Context: an optimization exercise on an open-source flow, tuned for small area and a short achievable clock period. The choices shown serve that exercise and are no tape-out recipe. Where RTL was checked, it was by simulation tests only, not by an equivalence proof against the original. Power and IR drop assume default switching activity.

// top
module top(clk,reset,a1,a2,a3,b1,b2,b3,c1,c2,c3,c4,c5,c6,c7,c8,c9);
 input wire clk,reset;
 input wire [7:0] a1,a2,a3,b1,b2,b3;
 output wire [16:0] c1,c2,c3,c4,c5,c6,c7,c8,c9;
 reg [7:0] a01n,a02n,a11n,a12n,a21n,a22n,b10n,b11n,b12n,b20n,b21n,b22n;
 reg [16:0] acc1,acc2,acc3,acc4,acc5,acc6,acc7,acc8,acc9;
 wire [16:0] n1,n2,n3,n4,n5,n6,n7,n8,n9;
 wire rst_n = ~reset;
 wire [7:0] a1g, a2g, a3g, b1g, b2g, b3g;
 nand8 g1 (a1, rst_n, a1g);
 nand8 g2 (a2, rst_n, a2g);
 nand8 g3 (a3, rst_n, a3g);
 nand8 g4 (b1, rst_n, b1g);
 nand8 g5 (b2, rst_n, b2g);
 nand8 g6 (b3, rst_n, b3g);
 wire [7:0] a1n = ~a1, a2n = ~a2, a3n = ~a3, b1n = ~b1, b2n = ~b2, b3n = ~b3;
 mac_in  m1 (.an(a1n),  .bn(b1n),  .acc(acc1), .reset(reset), .nxt(n1));
 mac_in  m2 (.an(a01n), .bn(b2n),  .acc(acc2), .reset(reset), .nxt(n2));
 mac_in  m3 (.an(a02n), .bn(b3n),  .acc(acc3), .reset(reset), .nxt(n3));
 mac_in  m4 (.an(a2n),  .bn(b10n), .acc(acc4), .reset(reset), .nxt(n4));
 mac_reg m5 (.an(a11n), .bn(b11n), .acc(acc5), .reset(reset), .nxt(n5));
 mac_reg m6 (.an(a12n), .bn(b12n), .acc(acc6), .reset(reset), .nxt(n6));
 mac_in  m7 (.an(a3n),  .bn(b20n), .acc(acc7), .reset(reset), .nxt(n7));
 mac_reg m8 (.an(a21n), .bn(b21n), .acc(acc8), .reset(reset), .nxt(n8));
 mac_reg m9 (.an(a22n), .bn(b22n), .acc(acc9), .reset(reset), .nxt(n9));
 always @(posedge clk) begin
    if (reset) begin
      a02n <= 8'hff; a12n <= 8'hff; a22n <= 8'hff;
      b20n <= 8'hff; b21n <= 8'hff; b22n <= 8'hff;
    end
    else begin
      a02n <= a01n; a12n <= a11n; a22n <= a21n;
      b20n <= b10n; b21n <= b11n; b22n <= b12n;
    end
    a01n <= a1g; a11n <= a2g; a21n <= a3g; b10n <= b1g; b11n <= b2g; b12n <= b3g;
    acc1 <= n1; acc2 <= n2; acc3 <= n3; acc4 <= n4; acc5 <= n5;
    acc6 <= n6; acc7 <= n7; acc8 <= n8; acc9 <= n9;
 end
 assign c1 = acc1; assign c2 = acc2; assign c3 = acc3;
 assign c4 = acc4; assign c5 = acc5; assign c6 = acc6;
 assign c7 = acc7; assign c8 = acc8; assign c9 = acc9;
endmodule
Size: about 250 flip-flops, ~200 I/O pins, ~25,000 um2 of cells after synthesis.
==> module top, before the edit <==
module top(clk,reset,a1,a2,a3,b1,b2,b3,c1,c2,c3,c4,c5,c6,c7,c8,c9);
 input wire clk,reset;
 input wire [7:0] a1,a2,a3,b1,b2,b3;
 output wire [16:0] c1,c2,c3,c4,c5,c6,c7,c8,c9;
 reg [7:0] a01n,a02n,a11n,a12n,a21n,a22n,b10n,b11n,b12n,b20n,b21n,b22n;
 reg [16:0] acc1,acc2,acc3,acc4,acc5,acc6,acc7,acc8,acc9;
 wire [16:0] n1,n2,n3,n4,n5,n6,n7,n8,n9;
 wire rst_n = ~reset;
 wire [7:0] a1g, a2g, a3g, b1g, b2g, b3g;
 nand8 g1 (a1, rst_n, a1g);
 nand8 g2 (a2, rst_n, a2g);
 nand8 g3 (a3, rst_n, a3g);
 nand8 g4 (b1, rst_n, b1g);
 nand8 g5 (b2, rst_n, b2g);
 nand8 g6 (b3, rst_n, b3g);
 wire [7:0] a1n = ~a1, a2n = ~a2, a3n = ~a3, b1n = ~b1, b2n = ~b2, b3n = ~b3;
 mac_in  m1 (.an(a1n),  .bn(b1n),  .acc(acc1), .reset(reset), .nxt(n1));
 mac_in  m2 (.an(a01n), .bn(b2n),  .acc(acc2), .reset(reset), .nxt(n2));
 mac_in  m3 (.an(a02n), .bn(b3n),  .acc(acc3), .reset(reset), .nxt(n3));
 mac_in  m4 (.an(a2n),  .bn(b10n), .acc(acc4), .reset(reset), .nxt(n4));
 mac_reg m5 (.an(a11n), .bn(b11n), .acc(acc5), .reset(reset), .nxt(n5));
 mac_reg m6 (.an(a12n), .bn(b12n), .acc(acc6), .reset(reset), .nxt(n6));
 mac_in  m7 (.an(a3n),  .bn(b20n), .acc(acc7), .reset(reset), .nxt(n7));
 mac_reg m8 (.an(a21n), .bn(b21n), .acc(acc8), .reset(reset), .nxt(n8));
 mac_reg m9 (.an(a22n), .bn(b22n), .acc(acc9), .reset(reset), .nxt(n9));
 always @(posedge clk) begin
    if (reset) begin
      a02n <= 8'hff; a12n <= 8'hff; a22n <= 8'hff;
      b20n <= 8'hff; b21n <= 8'hff; b22n <= 8'hff;
    end
    else begin
      a02n <= a01n; a12n <= a11n; a22n <= a21n;
      b20n <= b10n; b21n <= b11n; b22n <= b12n;
    end
    a01n <= a1g; a11n <= a2g; a21n <= a3g; b10n <= b1g; b11n <= b2g; b12n <= b3g;
    acc1 <= n1; acc2 <= n2; acc3 <= n3; acc4 <= n4; acc5 <= n5;
    acc6 <= n6; acc7 <= n7; acc8 <= n8; acc9 <= n9;
 end
 assign c1 = acc1; assign c2 = acc2; assign c3 = acc3;
 assign c4 = acc4; assign c5 = acc5; assign c6 = acc6;
 assign c7 = acc7; assign c8 = acc8; assign c9 = acc9;
endmodule
==> module nand8, before the edit <==
module nand8(input wire [7:0] x, input wire e, output wire [7:0] y);
  assign y = ~(x & {8{e}});
endmodule
==> flow/config.mk <==
export PLATFORM = sky130hd
export DESIGN_NAME = top
export DESIGN_NICKNAME = top
export VERILOG_FILES = /design/flow/design.v
export SDC_FILE = /design/flow/constraint.sdc
export NUM_CORES = 4
export LEC_CHECK = 0
export CAP_MARGIN = 20
export CORE_MARGIN = 2
export CORE_UTILIZATION = 40
export SETUP_SLACK_MARGIN = 1.85
export SLEW_MARGIN = 20
export SYNTH_HIERARCHICAL = 1
==> flow/constraint.sdc <==
create_clock -name core_clock -period 6.0 [get_ports {clk}]
set_input_delay 1.2000 -clock core_clock [delete_from_list [all_inputs] [get_ports {clk}]]
set_output_delay 1.2000 -clock core_clock [all_outputs]
set_load 0.01 [all_outputs]
standard.sh (not shown) runs the stock make flow with config.mk's settings and CLKGATE_MAP_FILE= SYNTH_SCRIPT=/design/flow/synth_recipe.tcl, a recipe that flattens the netlist after the stock synthesis.
==> flow/flow/run.sh <==
#!/bin/bash
# Standard ORFS layout with buf_1 port buffers (input ones then upsized) and
# no CTS dummy loads.
set -euo pipefail
export BUFFER_PORTS_ARGS="-buffer_cell sky130_fd_sc_hd__buf_1"
export POST_GLOBAL_PLACE_TCL="$(pwd)/flow/post_gpl.tcl"
export CTS_ARGS="-sink_clustering_enable -repair_clock_nets -dont_use_dummy_load -buf_list sky130_fd_sc_hd__clkbuf_8"
export SETUP_MOVE_SEQUENCE="sizeup,swap"
bash standard.sh > standard_flow.log 2>&1
==> flow/flow/post_gpl.tcl <==
# Port buffers are inserted as buf_1; the input ones each drive a PE's partial
# products, so they get a stronger buffer, and so do the inverters they drive.
foreach inst [get_cells input*] {
  replace_cell $inst sky130_fd_sc_hd__buf_4
  foreach pin [get_pins -of_objects [get_nets -of_objects [get_pins [get_full_name $inst]/X]] -filter "direction == input"] {
    set c [get_cells -of_objects $pin]
    if {[get_property $c ref_name] == "sky130_fd_sc_hd__inv_1"} {
      replace_cell $c sky130_fd_sc_hd__inv_4
    }
  }
}
Change:
--- a/flow/design.v
+++ b/flow/design.v
@@ -5,14 +5,6 @@
  reg [7:0] a01n,a02n,a11n,a12n,a21n,a22n,b10n,b11n,b12n,b20n,b21n,b22n;
  reg [16:0] acc1,acc2,acc3,acc4,acc5,acc6,acc7,acc8,acc9;
  wire [16:0] n1,n2,n3,n4,n5,n6,n7,n8,n9;
- wire rst_n = ~reset;
- wire [7:0] a1g, a2g, a3g, b1g, b2g, b3g;
- nand8 g1 (a1, rst_n, a1g);
- nand8 g2 (a2, rst_n, a2g);
- nand8 g3 (a3, rst_n, a3g);
- nand8 g4 (b1, rst_n, b1g);
- nand8 g5 (b2, rst_n, b2g);
- nand8 g6 (b3, rst_n, b3g);
  wire [7:0] a1n = ~a1, a2n = ~a2, a3n = ~a3, b1n = ~b1, b2n = ~b2, b3n = ~b3;
  mac_in  m1 (.an(a1n),  .bn(b1n),  .acc(acc1), .reset(reset), .nxt(n1));
  mac_in  m2 (.an(a01n), .bn(b2n),  .acc(acc2), .reset(reset), .nxt(n2));
@@ -25,14 +17,13 @@
  mac_reg m9 (.an(a22n), .bn(b22n), .acc(acc9), .reset(reset), .nxt(n9));
  always @(posedge clk) begin
     if (reset) begin
-      a02n <= 8'hff; a12n <= 8'hff; a22n <= 8'hff;
-      b20n <= 8'hff; b21n <= 8'hff; b22n <= 8'hff;
+      a01n <= 8'hff; a02n <= 8'hff; a11n <= 8'hff; a12n <= 8'hff; a21n <= 8'hff; a22n <= 8'hff;
+      b10n <= 8'hff; b11n <= 8'hff; b12n <= 8'hff; b20n <= 8'hff; b21n <= 8'hff; b22n <= 8'hff;
     end
     else begin
-      a02n <= a01n; a12n <= a11n; a22n <= a21n;
-      b20n <= b10n; b21n <= b11n; b22n <= b12n;
+      a01n <= ~a1; a02n <= a01n; a11n <= ~a2; a12n <= a11n; a21n <= ~a3; a22n <= a21n;
+      b10n <= ~b1; b20n <= b10n; b11n <= ~b2; b21n <= b11n; b12n <= ~b3; b22n <= b12n;
     end
-    a01n <= a1g; a11n <= a2g; a21n <= a3g; b10n <= b1g; b11n <= b2g; b12n <= b3g;
     acc1 <= n1; acc2 <= n2; acc3 <= n3; acc4 <= n4; acc5 <= n5;
     acc6 <= n6; acc7 <= n7; acc8 <= n8; acc9 <= n9;
  end
@@ -684,9 +675,6 @@
   xn2 sx16 (acc[16], g15_4, sn16);
   assign nxt[16] = ~(sn16 | reset);
 endmodule
-module nand8(input wire [7:0] x, input wire e, output wire [7:0] y);
-  assign y = ~(x & {8{e}});
-endmodule
 module fa(input wire x, input wire y, input wire z, output wire s, output wire c);
   assign s = x ^ y ^ z;
   assign c = (x & y) | (z & (x ^ y));
The changed run went through all stages and came out clean.
Die area grows by 0.50%.
Sequential cell count stays the same.
Critical path depth shrinks by 2.
Register-to-register slack hardly moves.
Wire length shrinks by 1.3%.
Clock power stays flat.
Sequential share of layout area hardly moves.
No functional check of the RTL was part of the first run of this note.

## port drivers added, routing unchanged
In the flow no input, the clock included, has a driving cell. The finished layouts below were timed again as built, in two steps.
Step 1: set_driving_cell puts a clkbuf_16 on clk and a buf_2 on each other input, an assumption about the parent block.
Step 2 also shifts input and output timing later by t, the mid clock arrival at the registers, as if the neighbouring blocks saw the same clock.
a / b / c = no drivers / after step 1 / after step 2; a / b = the first two.
run | t (ns) | setup slack, ns | worst setup path at the end | worst data-port slew with drivers (ns)
the first run | 0.681 | 1.921 / 1.951 / 1.270 | input to register | 0.09
the second run | 0.682 | 2.004 / 2.034 / 1.352 | input to register | 0.08
After both steps setup and hold are still met in every run listed. The setup slack of the second run, which loses most, moves by +0.030 ns with the drivers and by -0.652 ns with both steps.
